Source: an optimization exercise on an open RTL-to-GDS flow (aim: small area, a short achievable clock period and few clock cycles per item). Production flows keep margins and buffers that such runs may drop.
RTL that was checked went through simulation tests only; none was proved equivalent to the original.
No activity file was given, so power comes from the tool's default toggle rates.

==> flow/design.v (excerpt) <==
module divider_nr
  #
  (
   parameter BITS      = 16
   )
  (
   input wire                       clk,
   input wire                       reset,
   input wire                       start,
   input wire unsigned [BITS-1:0]   dividend,
   input wire unsigned [BITS-1:0]   divisor,
   output logic                     done,
   output logic unsigned [BITS-1:0] quotient,
   output logic unsigned [BITS-1:0] remainder
   );
Size: about 640 cells after synthesis, ~68 I/O pins, ~0.0039 mm^2 of cells after synthesis.
clock: 5.0 ns
lec_check: 0
abc_area: 1
cap_margin: 20
core_margin: 2
core_utilization: 60
cts_buf_list: sky130_fd_sc_hd__clkbuf_16
setup_slack_margin: 1.15
slew_margin: 20
standard.sh (not shown) runs the stock make flow with config.mk's settings and CLKGATE_MAP_FILE= SYNTH_SCRIPT=/design/flow/synth_recipe.tcl, a recipe that flattens the netlist after the stock synthesis.
==> flow/flow/run.sh <==
#!/bin/bash
cp standard.sh standard_sh.txt
export BUFFER_PORTS_ARGS="-buffer_cell sky130_fd_sc_hd__buf_2"
export ADDER_MAP_FILE=
bash standard.sh > standard.log 2>&1
Testbench counts at the start, summed over its fixed seeds: cycles 5,943, items 1,600.
Change:
--- a/flow/flow/run.sh
+++ b/flow/flow/run.sh
@@ -4 +3,0 @@
-export ADDER_MAP_FILE=
- CORE_UTILIZATION: 60 -> 55
- CTS_BUF_LIST: sky130_fd_sc_hd__clkbuf_16 -> not set
- SETUP_SLACK_MARGIN: 1.15 -> 1.0
The new run completed without violations.
Final cell count fell by a few percent.
Wire length is lower slightly.
First-iteration DRC count goes down by a quarter to a third.
Final area grows slightly.
Die area came out higher by a few percent.
Synthesized cell count is lower by roughly a tenth.

========
== v21 ==
Another version of the RTL of divider_nr (not shown whole).
Size: roughly 68 I/O pins.
clock: 5.0 ns
lec_check: 0
abc_area: 1
cap_margin: 20
core_margin: 2
core_utilization: 60
setup_slack_margin: 1.5
slew_margin: 20
==> flow/flow/run.sh <==
#!/bin/bash
cp standard.sh standard_sh.txt
export BUFFER_PORTS_ARGS="-buffer_cell sky130_fd_sc_hd__buf_2"
export ADDER_MAP_FILE=
bash standard.sh > standard.log 2>&1
v21 has completed all stages; timing, DRC and antenna checks passed.
Testbench counts of v21, summed over its fixed seeds: cycles 6,651, items 1,600.
### v21 -> v30
-- flow/config.mk --
<<< v21, line 12
export SETUP_SLACK_MARGIN = 1.5
>>> v30, line 12
export SETUP_SLACK_MARGIN = 2.0
Notes after the runs:
Row layout-stage area growth over the synthesis result: v30 higher / v21 lower. Summary — normalized max-slew margin, v30 relative to v21: higher, by 14 points. Lower routed length on met1 among v21 and v30: v21. Diff v21 and v30: worst setup slack lower in v21. Higher largest net degree at the start of global routing was reported by v21, not v30.
What v45 does differently from v30 at the input level:
-- flow/config.mk --
<<< v30, line 12
export SETUP_SLACK_MARGIN = 2.0
>>> v45, line 12
export SETUP_SLACK_MARGIN = 1.0
Results
Multi-input gate share of total cell area in v45 vs v30: up 0.87 points. Relative to v30, the sequential fraction of design power of v45 is higher by 1.1 points. Between v45 and v30, maximum number of pins on one net before global-route repair is higher for v45, v30 comes in under that. [compare] base=v30 new=v45: clock tree skew after final layout now sits at about the same level, total power consumption of the routed design lower.
What v42 does differently from v45 at the input level:
-- flow/config.mk --
<<< v45, line 12
export SETUP_SLACK_MARGIN = 1.0
>>> v42, line 12
export SETUP_SLACK_MARGIN = 1.75
## What came out
Reported for v45 and v42, aggregate negative setup slack turned out identical to the last digit.
Higher cell count was reported by v42, not v45.
On clock network contribution to total cell area, v45 and v42 are neck and neck.
v42 vs v45: routed wire length up
v42 vs v45 on total chip power: v42 is the higher one.
Measured against each other, v45 and v42 differ in peak fanout along the critical path, the higher figure coming from v45.
Diff v45 -> v42 | final design instance area without fill | increase of about 0.6%

========
divider_nr, a different RTL version from the one above (not shown whole).
Size: roughly 430 cells after synthesis, about 36 flip-flops, ~68 I/O pins, about 3500 µm² of cells after synthesis.
export LEC_CHECK = 0
export CAP_MARGIN = 20
export CORE_MARGIN = 2
export CORE_UTILIZATION = 40
export SETUP_SLACK_MARGIN = 1.0
export SLEW_MARGIN = 20
create_clock -name core_clock -period 5.0 [get_ports {clk}]
run.sh (not shown) runs the stock make flow with config.mk's settings and CLKGATE_MAP_FILE= SYNTH_SCRIPT=/design/flow/synth_recipe.tcl, a recipe that flattens the netlist after the stock synthesis.
Stock flow here: none of the scripts above is used.
Then changed:
--- a/flow/config.mk
+++ b/flow/config.mk
@@ -10,3 +10,2 @@
 export CORE_UTILIZATION = 40
-export SETUP_SLACK_MARGIN = 1.0
 export SLEW_MARGIN = 20
After rerunning: The new run completed with no timing, DRC or antenna violations. Clock-buffer cell count does not change. Clock power went up by about 2%. Routed wire length drops by 9.6%. Non-clock buffer count came out lower by 37. Critical path depth stays the same. Setup slack improved by 0.018 ns. Cell count goes down by 5.4%. Total power fell by 20%. Sequential power drops by about 1%.
Then changed:
--- a/flow/config.mk
+++ b/flow/config.mk
@@ -10,2 +10,3 @@
 export CORE_UTILIZATION = 40
+export SETUP_SLACK_MARGIN = 0.5
 export SLEW_MARGIN = 20
What happened: The changed run completed without violations. Clock power goes down by about 3%. Power came out higher by 24%. Combinational power increases by 32%. Synthesized cell count is unchanged. Wire length goes up by about 9%. Area after synthesis stays the same. Cell area came out higher by about 10%. Worst hold slack stays flat. Sequential power climbs by about 1%. Setup slack is worse by 0.039 ns.
No functional check of the RTL was part of any run of this note.

========
== job 9960 ==
divider_nr with an RTL version that a note above also has.
Size: roughly 640 cells after synthesis, about 53 flip-flops, roughly 68 I/O pins, roughly 0.0039 mm² of cells after synthesis.
Settings: LEC_CHECK=0, ABC_AREA=1, CAP_MARGIN=20, CORE_MARGIN=2, CORE_UTILIZATION=55, SETUP_SLACK_MARGIN=1.15, SLEW_MARGIN=20; clock period 5.0 ns.
standard.sh (not shown) runs the stock make flow with config.mk's settings and CLKGATE_MAP_FILE= SYNTH_SCRIPT=/design/flow/synth_recipe.tcl, a recipe that flattens the netlist after the stock synthesis.
Scripts as last shown in full above: flow/flow/run.sh
In summary, job 9960 completed successfully, with a layout that passed the timing, design-rule and antenna checks.
Testbench counts of job 9960, summed over its fixed seeds: cycles 5,943, items 1,600.
--- input diff job 9960..job 366 ---
Settings: a change of CORE_UTILIZATION from 55 to 60; a deleted ABC_AREA that had been 1.
[summary]
Of job 366 and job 9960, the run reporting the lower transition at the pin with the smallest max-transition slack was job 9960.
Going from job 9960 to job 366, the placed cell area was found to have gone up by 6.4%.
On synthesis-to-layout area growth: job 366 sits above job 9960.
Fraction of cell area in non-clock buffers ends up lower on job 9960.
Job 366: worst stage delay on the critical path higher than job 9960
Critical path buffer and inverter count (lower): job 366
[job 366 vs job 9960] simple-gate share of the synthesized area: lower in job 366
Compared with job 9960, job 366 shows a higher largest fanout on the critical path.
Sort job 366 and job 9960 by die area asc -> top: job 366
Wire length: job 366 vs job 9960 up about 27%
> inputs changed (job 366 -> job 2432)
Settings: TNS_END_PERCENT now 5, previously not set; SETUP_SLACK_MARGIN now 1.3, was 1.15; ABC_AREA now 1, previously not set.
diff --git a/flow/flow/run.sh b/flow/flow/run.sh
--- a/flow/flow/run.sh
+++ b/flow/flow/run.sh
@@ -4 +3,0 @@
-export ADDER_MAP_FILE=
## What came out
- Taking job 366 as the reference, in job 2432 sequential share of power closely matched the old numbers, synthesis-to-finish area growth decreased 16 points, hold slack saw a decrease.
- Of job 2432 and job 366, job 2432 shows the higher number of cells on the worst reg-to-reg path, with job 366 below it.
- Placement-stage worst setup slack: job 2432 higher than job 366
- Summary — sum of routed wire length over all layers, job 2432 relative to job 366: lower, by 18%.
- Job 2432 vs. job 366: portion of the post-synthesis area used by sequential elements now larger, worst setup margin now larger, power drawn by the combinational cells now smaller.
Setup changes, job 2432 to job 4092
Settings: SETUP_SLACK_MARGIN now 1.0, was 1.3; CORE_UTILIZATION now 75, was 60; TNS_END_PERCENT no longer set, was 5.
Findings:
Every stage of the flow completed for job 2432, and the final layout passed the timing, design-rule and antenna checks. No final results exist for job 4092, since it was stopped by error GRT-0232 during global routing (5_1_grt). Going from job 2432 to job 4092, number of setup buffers added after CTS shows a reduction of 18, half-perimeter wire length of the detailed placement result shows an increase of 2.4%, pre-CTS worst setup slack shows a reduction of 0.23 ns.

========
divider_nr again, from the RTL that the note above started with.
clock: 5.0 ns
lec_check: 0
abc_area: 1
cap_margin: 20
core_margin: 2
core_utilization: 60
cts_cluster_diameter: 100
cts_cluster_size: 30
setup_slack_margin: 1.0
slew_margin: 20
==> flow/flow/run.sh <==
#!/bin/bash
cp standard.sh standard_sh.txt
export BUFFER_PORTS_ARGS="-buffer_cell sky130_fd_sc_hd__buf_2"
bash standard.sh > standard.log 2>&1
Testbench counts at the start, summed over its fixed seeds: cycles 5,943, items 1,600.
Next try:
- CTS_CLUSTER_DIAMETER: 100 -> default
- CTS_CLUSTER_SIZE: 30 -> default
- GPL_TIMING_DRIVEN: default -> 0
Hold slack loses 6.8 ps. Count of clock-buffer cells in the layout does not change. Final area rises by a few percent. Worst setup slack degrades by 120 ps. Global-route usage grows by 0.26 points. Synthesized cell count does not change.

========
Setup of raven:
divider_nr, a different RTL version from the one above (not shown whole).
Size in the first run: roughly 730 cells after synthesis, about 68 I/O pins.
## divider_nr
module divider_nr
  #
  (
   parameter BITS      = 16
   )
  (
   input wire                       clk,
   input wire                       reset,
   input wire                       start,
   input wire unsigned [BITS-1:0]   dividend,
   input wire unsigned [BITS-1:0]   divisor,
   output logic                     done,
   output logic unsigned [BITS-1:0] quotient,
   output logic unsigned [BITS-1:0] remainder
   );
  localparam BC = $clog2(BITS);
  logic [BITS:0]   t_q;        
  logic [BITS-1:0] d_q;        
  logic            q_q;        
  logic            qn_q;       
  logic            done_q;     
  logic [BITS-2:0] quo_q;      
  logic [BC-1:0]   idx_q;      
  logic            bit_q;      
  logic            busy_q;
  logic            norm_q;     
  function automatic logic [3:0] msb_pos(input logic [15:0] x);
    logic [7:0] y8;
    logic [3:0] y4;
    logic [1:0] y2;
    msb_pos[3] = |x[15:8];
    y8         = msb_pos[3] ? x[15:8] : x[7:0];
    msb_pos[2] = |y8[7:4];
    y4         = msb_pos[2] ? y8[7:4] : y8[3:0];
    msb_pos[1] = |y4[3:2];
    y2         = msb_pos[1] ? y4[3:2] : y4[1:0];
    msb_pos[0] = y2[1];
  endfunction
  logic [3:0]    pa, pb;
  logic [4:0]    pdiff;
  logic [BC-1:0] sh;
  assign pa    = msb_pos(dividend);
  assign pb    = msb_pos(divisor);
  assign pdiff = {1'b0, pa} - {1'b0, pb};
  assign sh    = pdiff[4] ? '0 : pdiff[3:0];
  logic [BITS-1:0] rn;
  assign rn = ({BITS{q_q}} & d_q) | ({BITS{qn_q}} & t_q[BITS-1:0]);
  logic [BITS:0]   x;
  logic [BITS+1:0] dx;
  always_comb begin
    if (start)
      x = {1'b0, dividend};
    else if (norm_q)
      x = {1'b0, dividend >> idx_q};
    else
      x = {rn, bit_q};
  end
  assign dx = {1'b0, x} - {2'b0, divisor};
  logic [BC-1:0] nidx;
  ...
clock: 5.0 ns
lec_check: 0
abc_area: 1
cap_margin: 20
core_margin: 2
core_utilization: 55
setup_slack_margin: 2.0
slew_margin: 20
==> flow/flow/run.sh <==
#!/bin/bash
cp standard.sh standard_sh.txt
export BUFFER_PORTS_ARGS="-buffer_cell sky130_fd_sc_hd__buf_2"
export ADDER_MAP_FILE=
bash standard.sh > standard.log 2>&1
Testbench counts of raven, summed over its fixed seeds: cycles 6,651, items 1,600.
Inputs modified between raven and yarrow:
- CORE_UTILIZATION now 60, was 55
- SETUP_SLACK_MARGIN now 2.3, was 2.0
All of yarrow and raven finish clean.
Against raven, yarrow reports a cell area that is higher.
Total via count after detailed routing: yarrow > raven
Compared to raven, the routing of yarrow uses more wire.
Going from raven to yarrow, setup TNS after final layout has remained practically unchanged; signed area change from the synthesized netlist to the final layout has increased; non-clock buffer count has increased; critical path depth in cells has decreased.
> inputs changed (yarrow -> willow)
- changing SETUP_SLACK_MARGIN from 2.3 to 2.0
--- outcome ---
- willow vs yarrow: minimum setup slack among reg-to-reg paths down in willow
- Total power: willow below yarrow
- Compared to yarrow, willow reaches a lower achievable clock.
- Hold violation count in the final report: willow vs yarrow identical
- willow leaves less setup margin than yarrow.
- On first-pass GRT wire length, willow does better than yarrow.
- Compared to yarrow, willow has number of cells on the critical path 14 higher.
--- input diff willow..onyx ---
- a change of SETUP_SLACK_MARGIN from 2.0 to 1.8
## What came out
- Per the final summary, onyx finished and its layout is clean on timing, DRC and antenna.
- [compare] base=willow new=onyx: layout cell share with drive strength beyond 1 fell by 0.51 points; worst setup slack dropped 0.17 ns; post-layout instance area shrank by 38 sq um.

========
wip/quartz:
RTL: one of the versions met above, not the one the previous note started from.
Size: about 53 flip-flops, about 68 I/O pins, roughly 0.0038 mm² of cells after synthesis.
Settings: LEC_CHECK=0, ABC_AREA=1, CAP_MARGIN=20, CORE_MARGIN=2, CORE_UTILIZATION=60, SETUP_SLACK_MARGIN=1.0, SLEW_MARGIN=20, TNS_END_PERCENT=5; clock period 5.0 ns.
==> flow/flow/run.sh <==
#!/bin/bash
cp standard.sh standard_sh.txt
export BUFFER_PORTS_ARGS="-buffer_cell sky130_fd_sc_hd__buf_2"
bash standard.sh > standard.log 2>&1
Testbench counts of wip/quartz, summed over its fixed seeds: cycles 5,943, items 1,600.
## Diff of input files: wip/delta against wip/quartz
# wip/quartz
export LEC_CHECK = 0
export ABC_AREA = 1
export CAP_MARGIN = 20
export CORE_MARGIN = 2
export CORE_UTILIZATION = 60
export SETUP_SLACK_MARGIN = 1.0
export SLEW_MARGIN = 20
export TNS_END_PERCENT = 5
create_clock -name core_clock -period 5.0 [get_ports {clk}]
# wip/delta
export LEC_CHECK = 0
export ABC_AREA = 1
export CAP_MARGIN = 20
export CORE_MARGIN = 2
export CORE_UTILIZATION = 40
export SETUP_SLACK_MARGIN = 1.0
export SLEW_MARGIN = 20
create_clock -name core_clock -period 5.0 [get_ports {clk}]
## What came out
Final design instance area without fill on wip/delta is up relative to wip/quartz. Total power per unit cell area delta for wip/delta relative to wip/quartz: 24 mW/mm² lower. wip/delta ended up with a higher number of well-tap cells placed than wip/quartz did. Of wip/delta and wip/quartz, the run reporting the higher global routing usage on met2 was wip/quartz. Diff wip/delta and wip/quartz: utilization after layout higher in wip/quartz. In wip/delta, the worst slew slack as a fraction of its limit came out 5.2 points above the value in wip/quartz. The lower part of the power in registers of wip/delta and wip/quartz is in wip/quartz. Final critical delay including setup and external delays: higher on wip/delta.
Edits applied to the flow inputs when going from wip/delta to wip/umber:
# wip/delta
export LEC_CHECK = 0
export ABC_AREA = 1
export CAP_MARGIN = 20
export CORE_MARGIN = 2
export CORE_UTILIZATION = 40
export SETUP_SLACK_MARGIN = 1.0
export SLEW_MARGIN = 20
create_clock -name core_clock -period 5.0 [get_ports {clk}]
# wip/umber
export LEC_CHECK = 0
export ABC_AREA = 1
export CAP_MARGIN = 20
export CORE_MARGIN = 2
export CORE_UTILIZATION = 60
export SETUP_SLACK_MARGIN = 1.3
export SLEW_MARGIN = 20
create_clock -name core_clock -period 5.0 [get_ports {clk}]
==> flow/flow/run.sh <==
#!/bin/bash
cp standard.sh standard_sh.txt
export BUFFER_PORTS_ARGS="-buffer_cell sky130_fd_sc_hd__buf_2"
export ADDER_MAP_FILE=
bash standard.sh > standard.log 2>&1
--- outcome ---
wip/umber ran to completion and came out clean on the timing, design-rule and antenna checks.
For wip/delta, the worst setup path endpoint was rem_q[6], unlike wip/umber, where it was remainder[12].
Between wip/umber and wip/delta, utilization is lower for wip/delta, wip/umber comes in above that.
The run with more routed wire is wip/delta, not wip/umber.
Cmp wip/umber vs wip/delta: total vias in the final route higher in wip/umber
Per the comparison of wip/umber with wip/delta, amount of wire on met3 after detailed routing +about 26%; synthesized instance count shows an increase of 67.
The multi-input gate share of the layout cell area reported for wip/umber is greater than that of wip/delta by 2.7 points.
Looking at overall power consumption across wip/umber and wip/delta, the one that comes out higher is wip/umber.
Taking wip/umber over wip/delta, the fmax ratio works out to 1.07.
| sequential fraction of the synthesis area | wip/umber vs wip/delta | 0.55 points lower |
Setup changes, wip/umber to wip/sierra
# wip/umber
export LEC_CHECK = 0
export ABC_AREA = 1
export CAP_MARGIN = 20
export CORE_MARGIN = 2
export CORE_UTILIZATION = 60
export SETUP_SLACK_MARGIN = 1.3
export SLEW_MARGIN = 20
create_clock -name core_clock -period 5.0 [get_ports {clk}]
# wip/sierra
export LEC_CHECK = 0
export ABC_AREA = 1
export CAP_MARGIN = 20
export CORE_MARGIN = 2
export CORE_UTILIZATION = 40
export SETUP_SLACK_MARGIN = 1.0
export SLEW_MARGIN = 20
create_clock -name core_clock -period 5.0 [get_ports {clk}]
==> flow/run.sh (new file) <==
#!/bin/bash
# synth_recipe.tcl (not shown) runs the flow's synth.tcl, then flattens the netlist and writes it again
# the make line also repeats each setting of config.mk as NAME=value (left out here)
make -C /OpenROAD-flow-scripts/flow DESIGN_CONFIG=/design/flow/config.mk WORK_HOME=/design/flow/orfs CLKGATE_MAP_FILE= SYNTH_SCRIPT=/design/flow/synth_recipe.tcl finish
removed: flow/flow/run.sh
removed: flow/standard.sh
Results
From wip/umber to wip/sierra the numbers moved as follows: global-route usage now sits lower, relative contribution of combinational cells to total power now sits higher.
[compare] base=wip/umber new=wip/sierra: sequential share of layout area lower, maximum clock rate lower, number of well taps higher.
Going from wip/umber to wip/sierra, sum of routed wire length over all layers now larger; minimum clock period after layout rose by 0.22 ns; overall via count from detail_route -3.8%.
Between wip/sierra and wip/umber, the area after synthesis is lower for wip/sierra.
In the flow results for wip/sierra and wip/umber, the via count of the first global-routing pass is larger on wip/umber.
--- input diff wip/sierra..wip/violet ---
# wip/sierra
export LEC_CHECK = 0
export ABC_AREA = 1
export CAP_MARGIN = 20
export CORE_MARGIN = 2
export CORE_UTILIZATION = 40
export SETUP_SLACK_MARGIN = 1.0
export SLEW_MARGIN = 20
create_clock -name core_clock -period 5.0 [get_ports {clk}]
# wip/violet
export LEC_CHECK = 0
export CAP_MARGIN = 20
export CORE_MARGIN = 2
export CORE_UTILIZATION = 60
export SETUP_SLACK_MARGIN = 1.0
export SLEW_MARGIN = 20
create_clock -name core_clock -period 5.0 [get_ports {clk}]
==> flow/flow/run.sh (new file) <==
#!/bin/bash
cp standard.sh standard_sh.txt
export BUFFER_PORTS_ARGS="-buffer_cell sky130_fd_sc_hd__buf_2"
bash standard.sh > standard.log 2>&1
==> flow/standard.sh (new file) <==
#!/bin/bash
# synth_recipe.tcl (not shown) runs the flow's synth.tcl, then flattens the netlist and writes it again
# the make line also repeats each setting of config.mk as NAME=value (left out here)
make -C /OpenROAD-flow-scripts/flow DESIGN_CONFIG=/design/flow/config.mk WORK_HOME=/design/flow/orfs CLKGATE_MAP_FILE= SYNTH_SCRIPT=/design/flow/synth_recipe.tcl "${@:-finish}"
removed: flow/run.sh
==> comparison <==
wip/violet against wip/sierra: synthesized area saw an increase, post-layout instance area has increased, slew of the pin with the lowest slew margin saw an increase, maximum number of pins on one net before global-route repair increased by 9 relative to the old numbers.
Run comparison: wip/sierra most common cell after layout, fill and taps aside nand2_1; wip/violet most common cell after layout, fill and taps aside buf_2
Adder-cell area share of the yosys netlist (lower): wip/sierra
wip/violet ends up with a shortest clock period the worst path allows after layout that is 0.73 ns higher than in wip/sierra.
Here is what was changed in the inputs of wip/tundra compared with wip/violet.
# wip/violet
export LEC_CHECK = 0
export CAP_MARGIN = 20
export CORE_MARGIN = 2
export CORE_UTILIZATION = 60
export SETUP_SLACK_MARGIN = 1.0
export SLEW_MARGIN = 20
create_clock -name core_clock -period 5.0 [get_ports {clk}]
# wip/tundra
export LEC_CHECK = 0
export ABC_AREA = 1
export CAP_MARGIN = 20
export CORE_MARGIN = 2
export CORE_UTILIZATION = 60
export SETUP_SLACK_MARGIN = 1.0
export SLEW_MARGIN = 20
create_clock -name core_clock -period 5.0 [get_ports {clk}]
==> flow/flow/run.sh <==
#!/bin/bash
cp standard.sh standard_sh.txt
export BUFFER_PORTS_ARGS="-buffer_cell sky130_fd_sc_hd__buf_1"
bash standard.sh > standard.log 2>&1
[summary]
Comparing wip/tundra and wip/violet, post-synthesis to final-layout area growth is higher on wip/violet. wip/violet → wip/tundra: layout buffer count excluding clock buffers now smaller, worst setup slack after layout now larger, internal power component now smaller, power now smaller, routed length on met2 now smaller. Comparing wip/tundra and wip/violet, met1 capacity usage during global routing is higher on wip/violet. Taking wip/violet as 1.0, wip/tundra lands at 0.859 on via density per instance.

## separate check: timing with driven ports
The flow's constraints put no driver on any port. The routed layouts listed below were extracted and timed again, unchanged, in two steps. Step 1 assumes that a clkbuf_16 drives the clock port and a buf_2 every other input. Step 2 also shifts input and output timing later by t, the mid clock arrival at the registers, as if the neighbouring blocks saw the same clock. Three values: ideal ports, drivers, drivers and shift; two values: the first two.
run | shift t [ns] | setup WS [ns] | worst data-port slew with drivers (ns)
the first run of note 1 | 0.320 | 1.328 / 1.294 / 1.218 | 0.03
the second run of note 1 | 0.345 | 1.167 / 1.137 / 0.832 | 0.04
v21 | 0.349 | 1.766 / 1.730 / 1.586 | 0.04
v30 | 0.351 | 2.108 / 2.072 / 1.859 | 0.04
v45 | 0.349 | 1.766 / 1.730 / 1.586 | 0.04
v42 | 0.350 | 1.969 / 1.934 / 1.661 | 0.04
the first run of note 3 | 0.306 | 0.086 / 0.055 / 0.055 | 0.04
the second run of note 3 | 0.310 | 0.104 / 0.075 / 0.075 | 0.04
the third run of note 3 | 0.304 | 0.065 / 0.033 / 0.033 | 0.05
job 9960 | 0.347 | 1.354 / 1.320 / 1.174 | 0.03
job 366 | 0.334 | 0.739 / 0.710 / 0.520 | 0.06
job 2432 | 0.347 | 1.182 / 1.186 / 0.839 | 0.05
the first run of note 5 | 0.340 | 1.161 / 1.131 / 0.872 | 0.04
the second run of note 5 | 0.341 | 1.045 / 1.050 / 0.710 | 0.04
raven | 0.377 | 2.168 / 2.179 / 1.802 | 0.03
yarrow | 0.376 | 2.361 / 2.330 / 2.001 | 0.06
willow | 0.374 | 2.224 / 2.234 / 1.860 | 0.03
onyx | 0.374 | 2.058 / 2.058 / 1.719 | 0.03
wip/quartz | 0.343 | 1.122 / 1.091 / 0.797 | 0.04
wip/delta | 0.341 | 1.100 / 1.088 / 0.748 | 0.06
wip/umber | 0.329 | 1.360 / 1.332 / 1.228 | 0.03
wip/sierra | 0.342 | 1.140 / 1.138 / 0.797 | 0.04
wip/violet | 0.346 | 0.412 / 0.425 / 0.079 | 0.04
wip/tundra | 0.336 | 1.108 / 1.114 / 0.779 | 0.05
After both steps every run listed still meets setup and hold. For raven, which loses most, drivers alone change the setup slack by +0.011 ns; drivers and shift together by -0.366 ns.
